Source: an optimization exercise on an open RTL-to-GDS flow (aim: small area). Production flows keep margins and buffers that such runs may drop.
Function was checked by simulation only, so behaviour that the tests miss may differ from the original.
The clock cells of this run come from the design's own scripts or RTL, not from TritonCTS.
The flow treats the clock pin as an ideal source. Dropping or thinning the clock tree relies on that and would not hold on a real chip.
Power figures rest on the tool's default switching activity, not on a simulated workload.

$ cat flow/config.mk
export PLATFORM = sky130hd
export DESIGN_NAME = ex4_t
export DESIGN_NICKNAME = ex4_t
export VERILOG_FILES = /design/flow/design.v
export SDC_FILE = /design/flow/constraint.sdc
export NUM_CORES = 4
export LEC_CHECK = 0
export ABC_AREA = 1
export CAP_MARGIN = 20
export CORE_MARGIN = 2
export CORE_UTILIZATION = 40
export GPL_TIMING_DRIVEN = 0
export PLACE_DENSITY = 0.6
export SLEW_MARGIN = 20
$ cat flow/constraint.sdc
create_clock -name core_clock -period 30.0 [get_ports {clk}]
set_input_delay 6.0000 -clock core_clock [delete_from_list [all_inputs] [get_ports {clk}]]
set_output_delay 6.0000 -clock core_clock [all_outputs]
set_load 0.01 [all_outputs]
$ cat flow/design.v
module ex4_t(
input clk,
input rst,
input temp_a,
input temp_b,
input temp_c,
input temp_d,
input switch1,
input switch2,
input switch5,
input switch6,
input switch7,
input switch8,
output [3:0] ans,
output [6:0] a_to_g,
output [7:0] light
);
reg [7:0] cnt;
wire tick = (cnt == 8'h7f);
wire blink = cnt[7];
wire [1:0] sel = cnt[3:2];
always @(posedge clk)
  if (rst) cnt <= 8'd0;
  else cnt <= cnt + 8'd1;
reg [3:0] d1, d2, d3, d4;
function [3:0] inc10(input [3:0] x);
  inc10 = {(x[0] & x[1] & x[2]) | (~x[0] & x[3]), (~x[0] & x[2]) | (~x[1] & x[2]) | (x[0] & x[1] & ~x[2]), (~x[0] & x[1]) | (x[0] & ~x[1] & ~x[3]), (~x[0])};
endfunction
wire tclr = rst | (tick & ~switch1);
wire tinc = tick & switch1 & ~switch2;
always @(posedge clk) begin
  if (tclr) begin d1 <= 0; d2 <= 0; d3 <= 0; d4 <= 0; end
  else if (tinc) begin
    if (temp_a) d1 <= inc10(d1);
    if (temp_b) d2 <= inc10(d2);
    if (temp_c) d3 <= inc10(d3);
    if (temp_d) d4 <= inc10(d4);
  end
end
reg [15:0] r;
always @(posedge clk)
  if (rst) r <= 16'd0;
  else if (~switch1) r <= r + 16'd1;
reg [3:0] a1, a2, a3, a4;
reg [9:0] z;
wire life_nz = ~|z[9:3];
function [3:0] inc9(input [3:0] x);
  inc9 = {(x[0] & x[1] & x[2]) | (~x[0] & x[3]), (~x[0] & x[2]) | (~x[1] & x[2]) | (x[0] & x[1] & ~x[2]), (~x[0] & x[1]) | (x[0] & ~x[1] & ~x[3]), (~x[0]) | (x[3])};
endfunction
function [3:0] g0(input [3:0] x);
  g0 = {(~x[1] & ~x[2] & x[3]), (x[2]), (x[1]), (x[0])};
endfunction
function [3:0] g1(input [3:0] x);
  g1 = {(~x[1] & ~x[2] & x[3]), (x[0] & x[2]) | (x[1] & x[2]) | (x[2] & ~x[3]), (x[0] & x[1]) | (x[1] & ~x[3]) | (~x[0] & ~x[1] & x[2] & x[3]), (x[0] & ~x[3]) | (~x[0] & x[1] & x[3]) | (~x[0] & x[2] & x[3])};
endfunction
function [3:0] g2(input [3:0] x);
  g2 = {(~x[1] & ~x[2] & x[3]) | (x[1] & x[2] & x[3]), (~x[1] & x[2]) | (x[2] & ~x[3]) | (x[1] & ~x[2] & x[3]), (x[1] & ~x[3]) | (~x[1] & x[2] & x[3]), (x[0])};
endfunction
function [3:0] g3(input [3:0] x);
  g3 = {(~x[1] & ~x[2] & x[3]) | (x[0] & x[1] & x[2] & x[3]), (~x[0] & x[2]) | (~x[1] & x[2]) | (x[2] & ~x[3]) | (x[0] & ~x[2] & x[3]), (~x[0] & x[1]) | (x[1] & ~x[3]) | (x[0] & ~x[1] & x[3]), (x[0] & ~x[3]) | (~x[0] & x[1] & x[3]) | (~x[0] & x[2] & x[3])};
endfunction
wire [3:0] m1 = (r[3:0]   == 4'd9) ? a1 : g0(r[3:0]);
wire [3:0] m2 = (r[7:4]   == 4'd9) ? a2 : g1(r[7:4]);
wire [3:0] m3 = (r[11:8]  == 4'd9) ? a3 : g2(r[11:8]);
wire [3:0] m4 = (r[15:12] == 4'd9) ? a4 : g3(r[15:12]);
wire [3:0] n3  = (m3 == m4) ? inc9(m3) : m3;
wire [3:0] n2a = ((m2 == m4) | (m2 == n3)) ? inc9(m2) : m2;
wire [3:0] n2  = ((n2a == m4) | (n2a == n3)) ? inc9(n2a) : n2a;
wire [3:0] n1a = ((m1 == m4) | (m1 == n3) | (m1 == n2)) ? inc9(m1) : m1;
wire [3:0] n1b = ((n1a == m4) | (n1a == n3) | (n1a == n2)) ? inc9(n1a) : n1a;
wire [3:0] n1  = ((n1b == m4) | (n1b == n3) | (n1b == n2)) ? inc9(n1b) : n1b;
always @(posedge clk)
  if (rst) begin a1 <= 0; a2 <= 0; a3 <= 0; a4 <= 0; end
  else if (tick & switch1 & life_nz) begin a1 <= n1; a2 <= n2; a3 <= n3; a4 <= m4; end
wire e12 = d1 == d2, e13 = d1 == d3, e14 = d1 == d4;
wire e23 = d2 == d3, e24 = d2 == d4, e34 = d3 == d4;
reg [3:0] equal;
wire [3:0] eqn = equal | {e14 | e24 | e34, e13 | e23 | e34, e12 | e23 | e24, e12 | e13 | e14};
wire eqz = ~|eqn;
wire [3:0] p = {d4 == a4, d3 == a3, d2 == a2, d1 == a1};
reg [2:0] acc;
wire [3:0] aj = cnt[1] ? (cnt[0] ? a4 : a3) : (cnt[0] ? a2 : a1);
wire [3:0] hit = {d4 == aj, d3 == aj, d2 == aj, d1 == aj};
wire [3:0] jmask = 4'b0001 << cnt[1:0];
wire bitj = cnt[3] ? |(hit & jmask) : |(hit & ~jmask);
always @(posedge clk)
  if (~cnt[2]) acc <= (cnt[1:0] == 2'd0 ? 3'd0 : acc) + {2'd0, bitj};
wire rp4 = &p;
reg flag, win;
reg [3:0] NUM;
reg dark;
reg [1:0] pos;
wire judge_ok = switch1 & switch2 & eqz;
wire lose1 = judge_ok & ~flag;
wire z_lt8 = ~|z[9:3];
wire life_n_z = ~z_lt8 | (lose1 & (z[2:0] == 3'd7));
wire done = z[9] & z[3];
wire dly_inc = judge_ok & ~rp4 & life_n_z & ~done;
wire [9:0] z_n = z + {8'd0, lose1 & dly_inc, lose1 ^ dly_inc};
wire lose_show = ~rp4 & life_n_z & (done | (z == 10'd519));
reg [3:0] dsel, asel, mab;
always @(*) begin
  case (sel)
    2'd0: begin dsel = d1; asel = a1; mab = 4'd11; end
    2'd1: begin dsel = d2; asel = a2; mab = {1'b0, acc}; end
    2'd2: begin dsel = d3; asel = a3; mab = 4'd10; end
    default: begin dsel = d4; asel = a4; mab = {1'b0, acc}; end
  endcase
end
wire [3:0] mab6 = {~sel[0], sel == 2'd3, ~sel[0], sel == 2'd0};
wire eqsel = eqn[sel];
always @(posedge clk) begin
  if (rst) begin
    dark <= 1; NUM <= 0; equal <= 0; z <= 0; win <= 0; flag <= 0;
  end else if (~switch1) begin
    dark <= 1; flag <= 0; z <= 0; win <= 0; equal <= 0;
  end else if (switch2) begin
    equal <= eqn;
    if (eqz) begin
      flag <= 1;
      z <= z_n;
      win <= rp4;
      NUM <= (lose_show & ~blink) ? asel : mab;
      dark <= (rp4 | lose_show) & blink;
    end else begin
      if (~blink) NUM <= dsel;
      dark <= blink | ~eqsel;
    end
  end else if (~switch5) begin
    if (~win & life_nz) begin
      equal <= 0; flag <= 0;
      NUM <= dsel; dark <= 0;
    end else begin
      if (~blink) NUM <= win ? mab6 : asel;
      dark <= blink;
    end
  end else if (switch6 & switch7 & switch8) begin
    NUM <= asel; dark <= 0;
  end
end
wire hold_an = switch1 & ~switch2 & switch5 & ~(switch6 & switch7 & switch8);
always @(posedge clk)
  if (~hold_an) pos <= sel;
assign ans = dark ? 4'b1111 : ~(4'b1000 >> pos);
assign light = {8{life_nz}} & {1'b1, z[2:0] <= 3'd6, z[2:0] <= 3'd5, z[2:0] <= 3'd4,
                               z[2:0] <= 3'd3, z[2:0] <= 3'd2, z[2:0] <= 3'd1, z[2:0] == 3'd0};
wire [6:0] seg = {(~NUM[0] & ~NUM[1] & NUM[2]) | (NUM[0] & NUM[1] & NUM[3]) | (NUM[0] & ~NUM[1] & ~NUM[2] & ~NUM[3]), (NUM[0] & ~NUM[1] & NUM[2]) | (~NUM[0] & NUM[1] & NUM[2]) | (NUM[0] & NUM[1] & NUM[3]), (~NUM[0] & NUM[1] & ~NUM[2] & ~NUM[3]), (~NUM[0] & ~NUM[1] & NUM[2]) | (NUM[0] & NUM[1] & NUM[2]) | (~NUM[0] & NUM[1] & NUM[3]) | (NUM[0] & ~NUM[1] & ~NUM[2] & ~NUM[3]), (NUM[0] & ~NUM[1]) | (~NUM[1] & NUM[2]) | (NUM[0] & ~NUM[3]), (NUM[0] & NUM[1] & NUM[2]) | (NUM[0] & ~NUM[2] & ~NUM[3]) | (NUM[1] & ~NUM[2] & ~NUM[3]), (NUM[0] & NUM[1] & NUM[2]) | (~NUM[1] & ~NUM[2] & ~NUM[3])};
assign a_to_g = seg;
endmodule
$ cat flow/flow/run.sh
#!/bin/bash
# Own flow: the standard synthesis, then its combinational logic mapped again for
# area (every register kept as the same cell under the same name), then the standard
# layout steps. Each tool writes its full output to a log_*.txt file here.
set -euo pipefail
W=$(pwd)
R=$W/orfs/results/$FLOW_PLATFORM/ex4_t/base
LIB=$FLOW_HOME/platforms/$FLOW_PLATFORM/lib/sky130_fd_sc_hd__tt_025C_1v80.lib
F=$W/flow
SEEDS="1 2 3 4"
source $F/knobs.sh

bash standard.sh synth > $W/log_1_synth.txt 2>&1
cp $R/1_2_yosys.v $W/std_synth.v

# 1: the standard netlist's cells back to logic; registers stay cells
cat > $W/remap1.ys <<EOY
read_liberty -ignore_miss_func $LIB
blackbox sky130_fd_sc_hd__df* sky130_fd_sc_hd__edf* sky130_fd_sc_hd__sdf* sky130_fd_sc_hd__dl* sky130_fd_sc_hd__conb_1
read_verilog $W/std_synth.v
hierarchy -top $FLOW_TOP
flatten
rename -hide w:*.*
opt_clean -purge
select -module $FLOW_TOP
write_verilog -noattr -selected $W/generic.v
EOY
yosys -s $W/remap1.ys > $W/log_2_remap1.txt 2>&1

# 2: map that logic again, for area: a few runs of the script with different seeds, in
# parallel, keeping the smallest
remap2() {
  local k=$1
  sed "s/@SEED@/$k/" $F/area.abc > $W/area_$k.abc
  cat > $W/remap2_$k.ys <<EOY
read_liberty -lib $LIB
read_verilog $W/generic.v
hierarchy -top $FLOW_TOP
techmap
opt -fast -purge
abc -liberty $LIB -dont_use *lpflow* -dont_use *probe* -script $W/area_$k.abc
setundef -zero
splitnets
opt_clean -purge
hilomap -singleton -hicell sky130_fd_sc_hd__conb_1 HI -locell sky130_fd_sc_hd__conb_1 LO

check -assert -mapped
tee -o $W/area_$k.txt stat -liberty $LIB
write_verilog -noattr -nohex -nodec $W/remapped_$k.v
EOY
  yosys -s $W/remap2_$k.ys > $W/log_3_remap2_$k.txt 2>&1
}
for k in $SEEDS; do remap2 $k & done
wait
best=""; bestarea=""
for k in $SEEDS; do
  a=$(awk '/Chip area for module/ {print $NF}' $W/area_$k.txt)
  echo "seed $k: area $a" >> $W/log_3_remap2_choice.txt
  if [[ -z "$best" ]] || awk -v x="$a" -v y="$bestarea" 'BEGIN {exit !(x < y)}'; then best=$k; bestarea=$a; fi
done
echo "kept seed $best" >> $W/log_3_remap2_choice.txt
cp $W/remapped_$best.v $W/remapped.v

cp $W/remapped.v $R/1_2_yosys.v
rm -f $R/1_synth.odb $R/1_synth.sdc
export BUFFER_PORTS_ARGS="-buffer_cell sky130_fd_sc_hd__buf_1"
if [[ -n "${CLKTREE_N:-}" ]]; then
  export PRE_CTS_TCL=$F/clktree.tcl CLKTREE_ROOT CLKTREE_LEAF CLKTREE_N
else
  export CTS_ARGS="-sink_clustering_enable -repair_clock_nets $CTS_EXTRA"
fi
bash standard.sh > $W/log_4_layout.txt 2>&1
$ cat flow/flow/area.abc
strash
&get -n
&deepsyn -T 10 -S @SEED@
&put
dc2
dch -f
amap
$ cat flow/flow/clktree.tcl
# Clock distribution: the clock port drives one inverter, which drives NLEAF inverters, each
# driving the clock pins of the registers nearest to it (grouped by position).
proc build_clock_tree {root_master leaf_master nleaf} {
  set db [ord::get_db]
  set block [ord::get_db_block]
  set clkport [$block findBTerm clk]
  set clknet [$clkport getNet]
  set sinks {}
  foreach it [$clknet getITerms] { lappend sinks $it }
  # positions of the sinks
  set pts {}
  foreach it $sinks {
    set inst [$it getInst]
    set bb [$inst getBBox]
    lappend pts [list $it [expr {([$bb xMin] + [$bb xMax]) / 2}] [expr {([$bb yMin] + [$bb yMax]) / 2}]]
  }
  # k-means on the sink positions
  set n [llength $pts]
  set cent {}
  set sorted [lsort -real -index 1 $pts]
  for {set k 0} {$k < $nleaf} {incr k} {
    set p [lindex $sorted [expr {int(($k + 0.5) * $n / $nleaf)}]]
    lappend cent [list [lindex $p 1] [lindex $p 2]]
  }
  for {set iter 0} {$iter < 50} {incr iter} {
    set groups {}
    for {set k 0} {$k < $nleaf} {incr k} { lappend groups {} }
    foreach p $pts {
      set best -1; set bd 0
      for {set k 0} {$k < $nleaf} {incr k} {
        set c [lindex $cent $k]
        set d [expr {abs([lindex $p 1] - [lindex $c 0]) + abs([lindex $p 2] - [lindex $c 1])}]
        if {$best < 0 || $d < $bd} { set best $k; set bd $d }
      }
      lset groups $best [concat [lindex $groups $best] [list $p]]
    }
    set newc {}
    for {set k 0} {$k < $nleaf} {incr k} {
      set g [lindex $groups $k]
      if {[llength $g] == 0} { lappend newc [lindex $cent $k]; continue }
      set sx 0; set sy 0
      foreach p $g { set sx [expr {$sx + [lindex $p 1]}]; set sy [expr {$sy + [lindex $p 2]}] }
      lappend newc [list [expr {$sx / [llength $g]}] [expr {$sy / [llength $g]}]]
    }
    set cent $newc
  }
  set rm [$db findMaster $root_master]
  set lm [$db findMaster $leaf_master]
  set root [odb::dbInst_create $block $rm clktree_root]
  set rnet [odb::dbNet_create $block clktree_root_net]
  $rnet setSigType CLOCK
  set sx 0; set sy 0
  foreach c $cent { set sx [expr {$sx + [lindex $c 0]}]; set sy [expr {$sy + [lindex $c 1]}] }
  $root setLocation [expr {int($sx / $nleaf)}] [expr {int($sy / $nleaf)}]
  $root setPlacementStatus PLACED
  [$root findITerm A] connect $clknet
  [$root findITerm Y] connect $rnet
  for {set k 0} {$k < $nleaf} {incr k} {
    set leaf [odb::dbInst_create $block $lm clktree_leaf_$k]
    set lnet [odb::dbNet_create $block clktree_leaf_net_$k]
    $lnet setSigType CLOCK
    set c [lindex $cent $k]
    $leaf setLocation [expr {int([lindex $c 0])}] [expr {int([lindex $c 1])}]
    $leaf setPlacementStatus PLACED
    [$leaf findITerm A] connect $rnet
    [$leaf findITerm Y] connect $lnet
    foreach p [lindex $groups $k] {
      set it [lindex $p 0]
      $it disconnect
      $it connect $lnet
    }
    puts "clock leaf $k: [llength [lindex $groups $k]] registers"
  }
}

# Sourced by ORFS's cts.tcl before clock_tree_synthesis (PRE_CTS_TCL): build the tree above,
# keep repair_clock_inverters (next in cts.tcl) from cloning its inverters once per register,
# and let the clock_tree_synthesis call that follows do nothing but mark the clock propagated.
build_clock_tree $::env(CLKTREE_ROOT) $::env(CLKTREE_LEAF) $::env(CLKTREE_N)
rename repair_clock_inverters repair_clock_inverters_unused
proc repair_clock_inverters {args} {
  puts "clock tree inverters kept as built"
}
rename clock_tree_synthesis clock_tree_synthesis_unused
proc clock_tree_synthesis {args} {
  puts "clock tree built by PRE_CTS_TCL"
  set_propagated_clock [all_clocks]
}
$ cat flow/flow/knobs.sh
CLKTREE_ROOT=sky130_fd_sc_hd__inv_6; CLKTREE_LEAF=sky130_fd_sc_hd__inv_8; CLKTREE_N=6; SEEDS="1"
$ cat flow/standard.sh
#!/bin/bash
# synth_recipe.tcl (not shown) runs the flow's synth.tcl, then flattens the netlist and writes it again
# the make line also repeats each setting of config.mk as NAME=value (left out here)
make -C /OpenROAD-flow-scripts/flow DESIGN_CONFIG=/design/flow/config.mk WORK_HOME=/design/flow/orfs CLKGATE_MAP_FILE= SYNTH_SCRIPT=/design/flow/synth_recipe.tcl "${@:-finish}"
==> impl_metrics.json <==
{
  "timing.rr.start": "a4[1]$_SDFFE_PP0P_",
  "yosysWarningCount": 1,
  "whs_path_depth": 1,
  "cp-end-kind": "flop",
  "max_stage_delay_ps": 930,
  "wl_mm": 17.8,
  "finalSetupViolations": 0,
  "clk_latency_ps": 230,
  "routed_via_density": 6.40,
  "hp-class": "flop to flop",
  "die-area_um2": 13700,
  "met3_length_mm": 1.42,
  "final_cells": 946,
  "slew_headroom_pct": 29.2,
  "cap_violations": 0,
  "track_usage_pct": 25.7,
  "hpwl_mm": 13.3,
  "path_class": "flop to flop",
  "core-area_um2": 12500,
  "hold_buffers": 0,
  "grt_max_degree": 22,
  "num_vias": 6051,
  "irDropWorstVdd_v": 0.0000232,
  "fin_crit_sh_pct": 40.5,
  "slew_viol_final": 0,
  "synth_nets": 748,
  "clk_pin_slew_ps": 70,
  "synthCells": 736,
  "status": "finished clean",
  "die_w_um": 117,
  "holdPathEnd": "cnt[0]$_SDFF_PP0_",
  "required_ps": 30080,
  "drt_iter0_markers": 749,
  "routedLengthMet1_mm": 7.62,
  "pwr-share-seq_pct": 56.1,
  "initial_core_util_pct": 40.8,
  "layout_min_cycle_time_ps": 12140,
  "rows": 41,
  "holdCritStartpoint": "cnt[0]$_SDFF_PP0_",
  "nets": 788,
  "grt_pass1_wl_mm": 28.4,
  "place_inst": 939,
  "n_fill_cell": 1330,
  "final_hold_viol_count": 0,
  "avgRoutedWirePerCell_um": 18.8,
  "syn2layout_area_growth_pct": 8.24,
  "worst_pin_slew_ps": 1050,
  "gp_congestion": 0.980,
  "antenna_found_initial": 0,
  "switching_share_pct": 34.9,
  "power.leakage_nw": 1.71,
  "p_sw_w": 0.0000719,
  "synthesis.area_um2": 5100,
  "critPathMaxFanout": 8,
  "dieHeight_um": 117,
  "p_clk_share_pct": 25.3,
  "synth.avg_cell_area_um2": 6.93,
  "reg2reg_to": "a1[2]$_SDFFE_PP0P_",
  "wl_met2_mm": 8.16,
  "portBuffers": 30,
  "grt_pass1_vias": 5540,
  "layout-drive-gt1-share_pct": 1.16,
  "drt_pre_antenna_iters": 6,
  "top_layer": "met4",
  "cts_setup_buffers": 0,
  "cp_common_cell": "clkinv_1",
  "cp.arrival_ps": 12220,
  "overflow": 0,
  "p_int_w": 0.000134,
  "max_freq_ghz": 0.0824,
  "stdcell_area_um2": 5520,
  "rsz0062_at_grt": "no",
  "ctsResizeCount": 0,
  "skew_ps": 33.3,
  "fin_tns_setup_ps": 0,
  "crit_slowest_cell": "a221oi_1",
  "dpl_cell_area_um2": 5450,
  "drc": 0,
  "antenna_cells": 0,
  "total_power_w": 0.000206,
  "power.density_nw_per_um2": 37.3,
  "comb_power_share_pct": 18.6,
  "pin_count": 31,
  "ff2ff_setup_slack_ps": 17860,
  "ant_nets": 0,
  "worstSetupStartpointType": "flop",
  "reg2reg_depth": 54
}
worst max path at each step:
stage / startpoint / end / cells past startpoint
after global placement: a4[1]$_SDFFE_PP0P_ / a1[2]$_SDFFE_PP0P_ / 54
after floorplan: r[12]$_SDFFE_PP0N_ / a1[2]$_SDFFE_PP0P_ / 52
after detailed placement: a4[1]$_SDFFE_PP0P_ / a1[2]$_SDFFE_PP0P_ / 54
after global routing: r[12]$_SDFFE_PP0N_ / a1[2]$_SDFFE_PP0P_ / 54
final: a4[1]$_SDFFE_PP0P_ / a1[2]$_SDFFE_PP0P_ / 54
after CTS: r[12]$_SDFFE_PP0N_ / a1[2]$_SDFFE_PP0P_ / 54
state kept, by name (all words and copies together) (netlist names), 2 cells and up:
register  flops
r            16
z            10
cnt           8
NUM           4
a1            4
a2            4
a3            4
a4            4
d1            4
d2            4
d3            4
d4            4
equal         4
acc           3
pos           2
power groups by stage:
stage          clock [W]  sequential [W]  combinational [W]
5_1_grt        0.0000587        0.000116          0.0000420
4_1_cts        0.0000537        0.000116          0.0000369
3_3_place_gp           0        0.000118          0.0000362
6_report       0.0000521        0.000116          0.0000383
3_5_place_dp           0        0.000118          0.0000367
2_1_floorplan          0        0.000117          0.0000282
placed cells by master (no fill, tap or decap), types with 8 or more instances in the layout:
master	count
a211oi_1	22
a21oi_1	39
a221oi_1	9
a31oi_1	9
buf_1	30
clkinv_1	129
dfxtp_1	77
nand2_1	47
nand3_1	12
nor2_1	105
nor3_1	34
nor4_1	20
o21ai_0	39
o221ai_1	8
o22ai_1	114
layer usage:
layer  vias to the layer above  global-route usage, %
met4                         0                   8.39
met5                         -                      0
met1                      2793                   34.5
met2                       327                   43.2
li1                       2879                      -
met3                        52                   2.94
area by class of cell:
cell class,instances,area [um^2],area share [%]
well taps,172,215,3.90
multi-input cells,525,2930,53.1
flip-flops and latches,82,1690,30.6
repair buffers,31,124,2.24
inverters,136,561,10.1
metrics by stage:
stage	utilization [%]	hold WS (ps)	setup WS (ps)
after floorplan	-	425	20990
after global placement	43.4	440	18520
after detailed placement	43.5	459	18360
after CTS	44.1	475	18310
after global routing	44.1	510	16670
final	44.1	473	17860
critical path: cells and delay by family (launching register included):
family | cells | cell delay (ps)
AOI/OAI and AO/OA | 22 | 6350
DFF | 1 | 410
and+or+nand+nor | 18 | 2400
buffers and inverters | 14 | 2820

static timing again, ports no longer ideal:
No port has a modelled driver above. Below, the same layout with a new extraction and two added sets of constraints. Step 1 sets driving cells, clkbuf_16 on the clock port and buf_2 on the other inputs (assumed; they add their load-dependent delay and slew). Step 2 adds t to the input delays and takes it off the output delays; t is the mean of the earliest and latest rising clock arrival at the registers after step 1. Input paths then give back, and output paths get back, about the clock's delay inside the block. Three values: ideal, step 1, step 2; two values: the first two.
shift t [ns]: 0.255
setup slack, ns: 17.858 / 17.858 / 17.858
slew at the worst register clock pin (ns): 0.10 / 0.10
worst slew at a driven data input, ns: 0.03
After both steps this run still meets setup and hold. The setup slack of this run moves by 0.000 ns with the drivers and by 0.000 ns with both steps.
